From an optimization exercise on the open Yosys and OpenROAD flow, aimed at small area, a short achievable clock period and few clock cycles per item; shortcuts taken in it are not production practice.
Where RTL was checked, it was by simulation tests only, not by an equivalence proof against the original.

## sw
module sw(
    clk,
    reset,
    valid,
    data_s,
    data_t,
    finish,
    max
);
make LEC_CHECK=0 CAP_MARGIN=20 CORE_MARGIN=2 CORE_UTILIZATION=40 SLEW_MARGIN=20 finish   # period 11.0 ns
run.sh (not shown) runs the stock make flow with config.mk's settings and CLKGATE_MAP_FILE= SYNTH_SCRIPT=/design/flow/synth_recipe.tcl, a recipe that flattens the netlist after the stock synthesis.
Testbench counts at the start, summed over its fixed seeds: cycles 24,576, jobs 384.
Edit:
==> flow/flow/run.sh (new file) <==
#!/bin/bash
# The standard layout, with port buffers of a fixed, stronger cell
# (buffer_ports otherwise picks a slow delay buffer for every port).
set -euo pipefail
export BUFFER_PORTS_ARGS="-buffer_cell sky130_fd_sc_hd__buf_4"
bash standard.sh > standard.log 2>&1
==> flow/standard.sh (new file) <==
#!/bin/bash
# synth_recipe.tcl (not shown) runs the flow's synth.tcl, then flattens the netlist and writes it again
# the make line also repeats each setting of config.mk as NAME=value (left out here)
make -C /OpenROAD-flow-scripts/flow DESIGN_CONFIG=/design/flow/config.mk WORK_HOME=/design/flow/orfs CLKGATE_MAP_FILE= SYNTH_SCRIPT=/design/flow/synth_recipe.tcl "${@:-finish}"
removed: flow/run.sh
Outcome:
- register-to-register slack gets better by 0.10 ns
- flip-flop and latch count stays the same
- fmax went up by 11%
- wire length went up by 0.38%
- clock skew went up by 0.047 ns

---

## job 2327
The RTL this note starts from:
==> flow/design.v <==
module ge #(parameter W = 8, parameter K = 0) (a, b, out);
  input  [W-1:0] a, b;
  output         out;
  function automatic cout16(input [15:0] g, input [15:0] p, input cin);
    reg [15:0] gg, pp;
    integer l, i;
    begin
      gg = g; pp = p;
      for (l = 1; l < 16; l = l * 2)
        for (i = 0; i < 16; i = i + 2 * l) begin
          gg[i+2*l-1] = gg[i+2*l-1] | (pp[i+2*l-1] & gg[i+l-1]);
          pp[i+2*l-1] = pp[i+2*l-1] & pp[i+l-1];
        end
      cout16 = gg[15] | (pp[15] & cin);
    end
  endfunction
  generate
    if (K == 0) begin : k0
      wire [15:0] g = {{(16-W){1'b0}}, a & ~b};
      wire [15:0] p = {{(16-W){1'b1}}, a | ~b};
      assign out = cout16(g, p, 1'b1);
    end else begin : k4
      wire [W-3:0] ah = a[W-1:2], bh = b[W-1:2];
      wire [15:0] g = {{(18-W){1'b0}}, ah & ~bh};
      wire [15:0] p = {{(18-W){1'b1}}, ah | ~bh};
      wire hge = cout16(g, p, 1'b1);
      reg  [W-3:0] t;
      integer n;
      always @(*) begin
        t[0] = 1'b1;
        for (n = 1; n < W-2; n = n + 1) t[n] = t[n-1] & ah[n-1];
      end
      wire inc = &((ah ^ bh) ~^ t);
      wire lge = (a[1] & ~b[1]) | ((a[1] | ~b[1]) & (a[0] | ~b[0]));
      assign out = hge | (inc & lge);
    end
  endgenerate
endmodule
module PE #(parameter J = 1) (
  input        clk,
  input        load,       
  input  [1:0] t_in,       
  input  [1:0] s_port,     
  input        m_load,     
  input  [8:0] v_in,       
  input  [8:0] e_in,       
  input  [8:0] r_in,       
  output [8:0] v_out,
  output [8:0] e_out,
  output [8:0] r_out,
  output [8:0] d_reg,      
  output [8:0] f_reg       
);
  localparam W  = (J <= 1) ? 4 : (J <= 3) ? 5 : (J <= 7) ? 6 : (J <= 15) ? 7 : (J <= 31) ? 8 : 9;
  localparam WI = (J <= 2) ? 4 : (J <= 4) ? 5 : (J <= 8) ? 6 : (J <= 16) ? 7 : (J <= 32) ? 8 : 9;
  reg  [1:0]    s;
  reg  [W-1:0]  d, f, eo, vo;
  reg  [WI-1:0] ro;
  wire [W-1:0]  vi = (J == 1) ? 7 : v_in[W-1:0];
  wire [W-1:0]  e  = (J == 1) ? 0 : e_in[W-1:0];
  wire [WI-1:0] ri = (J == 1) ? 7 : r_in[WI-1:0];
  wire [WI-1:0] vr = (J == 1) ? 7 : v_in[WI-1:0];
  wire c_de, c_df, c_ef, c_e4d, c_e4f, c_f4d, c_f4e, c_r;
  ge #(W, 0) g_de (.a(d), .b(e), .out(c_de));
  ge #(W, 0) g_df (.a(d), .b(f), .out(c_df));
  ge #(W, 0) g_ef (.a(e), .b(f), .out(c_ef));
  ge #(W, 4) g_e4d(.a(e), .b(d), .out(c_e4d));
  ge #(W, 4) g_e4f(.a(e), .b(f), .out(c_e4f));
  ge #(W, 4) g_f4d(.a(f), .b(d), .out(c_f4d));
  ge #(W, 4) g_f4e(.a(f), .b(e), .out(c_f4e));
  ge #(WI, 0) g_r (.a(ri), .b(vr), .out(c_r));
  wire sel_d = c_de & c_df;
  wire sel_e = ~c_de & c_ef;
  wire sel_f = ~c_df & ~c_ef;
  wire [W-1:0] v = ({W{sel_d}} & d) | ({W{sel_e}} & e) | ({W{sel_f}} & f);
  wire [W-1:0] e3 = e - 2'd3;
  wire [W-1:0] f3 = f - 2'd3;
  wire [W-1:0] d7 = d - 3'd7;
  wire [W-1:0] e7 = e - 3'd7;
  wire [W-1:0] f7 = f - 3'd7;
  wire keep_e = c_e4d & c_e4f;
  wire keep_f = c_f4d & c_f4e;
  wire [W-1:0] en = keep_e ? e3 : (c_df ? d7 : f7);
  wire [W-1:0] fn = keep_f ? f3 : (c_de ? d7 : e7);
  wire          m  = (t_in == s);
  wire [W-1:0]  dn = m ? vi + 4'd8 : ((vi > 4'd12) ? vi - 3'd5 : 4'd7);
  wire [WI-1:0] rn = c_r ? ri : vr;
  always @(posedge clk) begin
    if (load) begin
      s <= s_port;
      d <= m_load ? 4'd15 : 4'd7;
      f <= {W{1'b0}};
    end else begin
      d <= dn;
      f <= fn;
    end
    eo <= en;
    vo <= v;
    ro <= rn;
  end
  assign v_out = vo;
  assign e_out = eo;
  assign r_out = ro;
  assign d_reg = d;
  assign f_reg = f;
endmodule
module PE_array #(parameter N = 32) (
  input        clk,
  input        rst,
  input        valid,       
  input  [1:0] data_s,
  input  [1:0] data_t,
  output       act_last,    
  output       done_last,   
  output [8:0] r_last,      
  output [8:0] vin_last,    
  output [8:0] e_last,      
  output [8:0] d_last,      
  output [8:0] f_last       
);
  reg  [N:1] vr;
  wire [N:0] vr_w = {vr, valid};
  reg  [1:0] tp [1:N-1];
  wire [1:0] tw [0:N-1];
  wire [8:0] vw [0:N];
  wire [8:0] ew [0:N];
  wire [8:0] rw [0:N];
  wire [8:0] dr [1:N];
  wire [8:0] fr [1:N];
  assign tw[0] = data_t;
  assign vw[0] = 9'd7;
  assign ew[0] = 9'd0;
  assign rw[0] = 9'd7;
  always @(posedge clk or posedge rst) begin
    if (rst) vr <= {N{1'b0}};
    else     vr <= vr_w[N-1:0];
  end
  reg  [1:0] t1;
  always @(posedge clk) if (valid & ~vr[1]) t1 <= data_t;
  wire m_first = (data_t == data_s);    
  wire m_rest  = (t1 == data_s);
  genvar j;
  generate
    for (j = 1; j <= N-1; j = j + 1) begin : tpipe
      always @(posedge clk) tp[j] <= tw[j-1];
      assign tw[j] = tp[j];
    end
    for (j = 1; j <= N; j = j + 1) begin : pe
      PE #(.J(j)) u (
        .clk(clk),
        .load(vr_w[j-1] & ~vr_w[j]),
        .t_in(tw[j-1]),
        .s_port(data_s),
        .m_load((j == 1) ? m_first : m_rest),
        .v_in(vw[j-1]), .e_in(ew[j-1]), .r_in(rw[j-1]),
        .v_out(vw[j]), .e_out(ew[j]), .r_out(rw[j]),
        .d_reg(dr[j]), .f_reg(fr[j])
      );
    end
  endgenerate
  assign act_last  = vr[N];
  assign done_last = vr[N] & ~vr[N-1];
  assign r_last    = rw[N-1];
  assign vin_last  = vw[N-1];
  assign e_last    = ew[N-1];
  assign d_last    = dr[N];
  assign f_last    = fr[N];
endmodule
module sw(
    clk,
    reset,
    valid,
    data_s,
    data_t,
    finish,
    max
);
input  clk;
input  reset;
input  valid;
input  [1:0] data_t, data_s;
output finish;
output [11:0] max;
parameter PE_LENGTH = 32;
wire       act_last, done_last;
wire [8:0] r_last, vin_last, e_last, d_last, f_last;
PE_array #(.N(PE_LENGTH)) pe_array(
    .clk(clk),
    .rst(reset),
    .valid(valid),
    .data_s(data_s),
    .data_t(data_t),
    .act_last(act_last),
    .done_last(done_last),
    .r_last(r_last),
    .vin_last(vin_last),
    .e_last(e_last),
    .d_last(d_last),
    .f_last(f_last)
);
reg  [8:0] best, best_out;
reg        fin_n, fin;    
wire [8:0] x [0:5];
assign x[0] = best;
assign x[1] = r_last;
assign x[2] = vin_last;
assign x[3] = d_last;
assign x[4] = e_last;
assign x[5] = f_last;
wire [5:0] c [0:5];    
wire [5:0] win;
reg  [8:0] m6, m6u;
genvar gi, gj;
generate
  for (gi = 0; gi < 6; gi = gi + 1) begin : cmp_i
    for (gj = 0; gj < 6; gj = gj + 1) begin : cmp_j
      if (gi < gj) begin : lt
        ge #(9, 0) u (.a(x[gi]), .b(x[gj]), .out(c[gi][gj]));
      end else begin : nlt
        assign c[gi][gj] = 1'b0;
      end
    end
  end
endgenerate
integer i, j;
reg w;
reg [5:0] win_r;
always @(*) begin
  for (i = 0; i < 6; i = i + 1) begin
    w = 1'b1;
    for (j = 0; j < 6; j = j + 1) begin
      if (j > i) w = w & c[i][j];
      if (j < i) w = w & ~c[j][i];
    end
    win_r[i] = w;
  end
  m6 = 9'd0;
  m6u = 9'd0;
  for (i = 0; i < 6; i = i + 1) begin
    m6  = m6  | ({9{win_r[i]}} & x[i]);
    m6u = m6u | ({9{win_r[i]}} & (x[i] - 9'd7));    
  end
end
always @(posedge clk or posedge reset) begin
    if (reset) begin
        best     <= 9'd7;
        fin_n    <= 1'b1;
        fin      <= 1'b0;
    end else begin
        if (act_last) best <= m6;
        fin_n <= ~done_last & fin_n;
        fin   <= done_last | ~fin_n;
    end
end
always @(posedge clk) begin
    best_out <= act_last ? m6u : best - 9'd7;
end
assign finish = fin;
assign max    = {3'd0, best_out};
endmodule
==> flow/config.mk <==
export PLATFORM = sky130hd
export DESIGN_NAME = sw
export DESIGN_NICKNAME = sw
export VERILOG_FILES = /design/flow/design.v
export SDC_FILE = /design/flow/constraint.sdc
export NUM_CORES = 4
export LEC_CHECK = 0
export CAP_MARGIN = 20
export CORE_MARGIN = 2
export CORE_UTILIZATION = 65
export CTS_CLUSTER_DIAMETER = 90
export CTS_CLUSTER_SIZE = 30
export SLEW_MARGIN = 20
==> flow/constraint.sdc <==
create_clock -name core_clock -period 11.0 [get_ports {clk}]
set_input_delay 2.2000 -clock core_clock [delete_from_list [all_inputs] [get_ports {clk}]]
set_output_delay 2.2000 -clock core_clock [all_outputs]
set_load 0.01 [all_outputs]
standard.sh (not shown) runs the stock make flow with config.mk's settings and CLKGATE_MAP_FILE= SYNTH_SCRIPT=/design/flow/synth_recipe.tcl, a recipe that flattens the netlist after the stock synthesis.
==> flow/flow/run.sh <==
#!/bin/bash
# The standard layout, with two changes to how it is optimised (the SDC, and
# so the clock period and I/O constraints, stay as given):
#  - port buffers of a fixed, stronger cell (buffer_ports otherwise picks a
#    slow delay buffer for every port);
#  - timing repair aims for a setup slack margin of 7.6 ns instead of 0, so
#    the resizer works on the paths that set the achieved period.
set -euo pipefail
export BUFFER_PORTS_ARGS="-buffer_cell sky130_fd_sc_hd__buf_4"
export SETUP_SLACK_MARGIN=7.6
bash standard.sh > standard.log 2>&1
Testbench counts of job 2327, summed over its fixed seeds: cycles 24,576, jobs 384.
Changes in job 2160 relative to job 2327:
diff --git a/flow/config.mk b/flow/config.mk
--- a/flow/config.mk
+++ b/flow/config.mk
@@ -8,6 +8,6 @@
 export CAP_MARGIN = 20
 export CORE_MARGIN = 2
-export CORE_UTILIZATION = 65
-export CTS_CLUSTER_DIAMETER = 90
-export CTS_CLUSTER_SIZE = 30
+export CORE_UTILIZATION = 55
+export CTS_CLUSTER_DIAMETER = 100
+export CTS_CLUSTER_SIZE = 24
 export SLEW_MARGIN = 20
## What came out
Final wirelength: job 2160 vs job 2327 up about 4.3%. Job 2160: flow completed, timing, DRC and antenna clean. Looking at the reports, job 2327 completed the entire flow and the layout it produced met the timing, design-rule and antenna checks. The area of combinational cells with multiple inputs on job 2327 is in line with that on job 2160. Delta(portion of the clock cycle consumed by the worst path in the final layout, job 2160 - job 2327) > 0. Sort job 2160 and job 2327 by final critical-path setup slack, ascending, and job 2160 comes first.
> inputs changed (job 2160 -> job 7359)
==> flow/flow/run.sh <==
#!/bin/bash
# The standard layout, with two changes to how it is optimised (the SDC, and
# so the clock period and I/O constraints, stay as given):
#  - port buffers of a fixed, stronger cell (buffer_ports otherwise picks a
#    slow delay buffer for every port);
#  - timing repair aims for a setup slack margin of 7.8 ns instead of 0, so
#    the resizer works on the paths that set the achieved period.
set -euo pipefail
export BUFFER_PORTS_ARGS="-buffer_cell sky130_fd_sc_hd__buf_4"
export SETUP_SLACK_MARGIN=7.8
bash standard.sh > standard.log 2>&1
## What came out
- [compare] base=job 2160 new=job 7359: setup slack of the critical path after layout has increased, portion of the clock cycle consumed by the worst path in the final layout stayed essentially flat.
- From job 7359 to job 2160, pre-CTS setup slack did not move at all.
- From job 2160 to job 7359 the numbers moved as follows: delay of the slowest cell on the worst path shows no meaningful change, filler cell count shows no meaningful change, fraction of area in multi-input gates shows no meaningful change.

---

sw, a different RTL version from the one above (not shown whole).
Size in the first run: roughly 14000 cells after synthesis, ~20 I/O pins, about 110000 um^2 of cells after synthesis.
clock: 11.0 ns
lec_check: 0
cap_margin: 20
core_margin: 2
core_utilization: 40
cts_cluster_diameter: 100
cts_cluster_size: 24
slew_margin: 20
==> flow/flow/run.sh <==
#!/bin/bash
# The standard layout, with port buffers of a fixed, stronger cell
# (buffer_ports otherwise picks a slow delay buffer for every port).
set -euo pipefail
export BUFFER_PORTS_ARGS="-buffer_cell sky130_fd_sc_hd__buf_4"
bash standard.sh > standard.log 2>&1
Testbench counts at the start, summed over its fixed seeds: cycles 24,576, jobs 384.
Next try:
- CTS_CLUSTER_DIAMETER: 100 -> default
- CTS_CLUSTER_SIZE: 24 -> default
Result: Die area is unchanged; cell area grows by 2.1%; setup slack gets worse by 0.027 ns; final cell count grows by 0.81%; non-clock buffer count grows by 1; count of clock-buffer cells in the layout grows by 98; worst hold slack gets worse by 0.032 ns; core utilization grows by 0.90 points; routed wire length grows by 0.76%; sequential share of layout area shrinks by 0.49 points.

---

sw, a different RTL version from the one above (not shown whole).
Size: ~13,000 cells after synthesis, roughly 20 I/O pins, about 0.10 mm2 of cells after synthesis.
clock: 11.0 ns
lec_check: 0
cap_margin: 20
core_margin: 2
core_utilization: 55
cts_cluster_diameter: 100
cts_cluster_size: 24
slew_margin: 20
==> flow/flow/run.sh <==
#!/bin/bash
# The standard layout, with two changes to how it is optimised (the SDC, and
# so the clock period and I/O constraints, stay as given):
#  - port buffers of a fixed, stronger cell (buffer_ports otherwise picks a
#    slow delay buffer for every port);
#  - timing repair aims for a setup slack margin of 7.6 ns instead of 0, so
#    the resizer works on the paths that set the achieved period.
set -euo pipefail
export BUFFER_PORTS_ARGS="-buffer_cell sky130_fd_sc_hd__buf_4"
export SETUP_SLACK_MARGIN=7.6
bash standard.sh > standard.log 2>&1
The starting point ran to the end with no violations.
Rerun with:
- CORE_UTILIZATION: 55 -> 40
The new run finished with timing, DRC and antenna clean.
Wire length came out lower by 1.6%.
Global-route usage came out lower by 8.7 points.
Clock-buffer cell count came out higher by 1.
Design area came out higher by 1.2%.
Worst setup slack is worse by 220 ps.
Non-clock buffer count came out higher by 9.
Area after synthesis is unchanged.
No run of this note included a check of the RTL's function; only the layout flow was run.

---

Setup of the previous run:
sw, a different RTL version from the one above (not shown whole).
Size: roughly 14,000 cells after synthesis, roughly 1,300 flip-flops, ~20 I/O pins, roughly 110,000 um2 of cells after synthesis.
// sw
module sw(
    clk,
    reset,
    valid,
    data_s,
    data_t,
    finish,
    max
);
clock: 11.0 ns
lec_check: 0
cap_margin: 20
core_margin: 2
core_utilization: 40
slew_margin: 20
Scripts as last shown in full above: flow/flow/run.sh
diff inputs: the previous run => the current run
==> flow/flow/run.sh <==
#!/bin/bash
# The standard layout, with port buffers of a fixed, stronger cell
# (buffer_ports otherwise picks a slow delay buffer for every port).
set -euo pipefail
export BUFFER_PORTS_ARGS="-buffer_cell sky130_fd_sc_hd__buf_4"
bash standard.sh > standard.log 2>&1
Notes after the runs:
- The current run ended with every stage complete and zero timing, DRC or antenna violations.
- Smallest setup slack after layout delta for the current run relative to the previous run: 7.4 ps lower
- On fraction of standard cell area in multi-input logic, the current run and the previous run are basically level.
- Between the previous run and the current run, the clock slew seen by the registers of the worst setup and hold paths figures differ only marginally.
- The current run and the previous run ended up with roughly the same total length of routed met2 wires.
- The current run vs the previous run: minimum setup slack after placement down
- Number of vias in the routed layout essentially unchanged between the previous run and the current run.
Function was not checked in any run of this note: the RTL went through the layout flow alone.

## re-timing with driven ports
How much do the figures lean on ideal ports? The routed layouts below were timed once more, with nothing changed but the port constraints. Step 1: set_driving_cell puts a clkbuf_16 on clk and a buf_2 on each other input, an assumption about the parent block. Step 2 moves the port delays by t, midway between the first and last clock arrival at a register: inputs arrive t later, outputs are due t later. That takes back most of the time a late clock gives input paths. Three values: no drivers, after step 1, after step 2; two values: the first two.
| run | t, ns | slack for setup (ns) | worst register clock-pin slew, ns |
|---|---|---|---|
| the first run of note 1 | 0.894 | 6.663 / 6.575 / 7.023 | 0.07 / 0.07 |
| the second run of note 1 | 0.908 | 7.098 / 6.997 / 7.133 | 0.07 / 0.07 |
| job 2327 | 0.799 | 7.583 / 7.490 / 7.036 | 0.12 / 0.12 |
| job 2160 | 0.815 | 7.472 / 7.383 / 7.194 | 0.10 / 0.10 |
| job 7359 | 0.816 | 7.479 / 7.389 / 7.196 | 0.10 / 0.10 |
| the first run of note 3 | 0.838 | 7.318 / 7.318 / 7.046 | 0.10 / 0.10 |
| the second run of note 3 | 0.921 | 7.290 / 7.290 / 7.048 | 0.08 / 0.08 |
| the first run of note 4 | 0.805 | 7.479 / 7.395 / 6.972 | 0.11 / 0.11 |
| the second run of note 4 | 0.829 | 7.262 / 7.165 / 6.970 | 0.10 / 0.10 |
| the previous run | 0.885 | 7.420 / 7.332 / 7.099 | 0.08 / 0.08 |
| the current run | 0.913 | 7.413 / 7.318 / 7.073 | 0.07 / 0.07 |
After both steps setup and hold are still met in every run listed. For job 2327, which loses most, drivers alone change the setup slack by -0.093 ns; drivers and shift together by -0.547 ns.
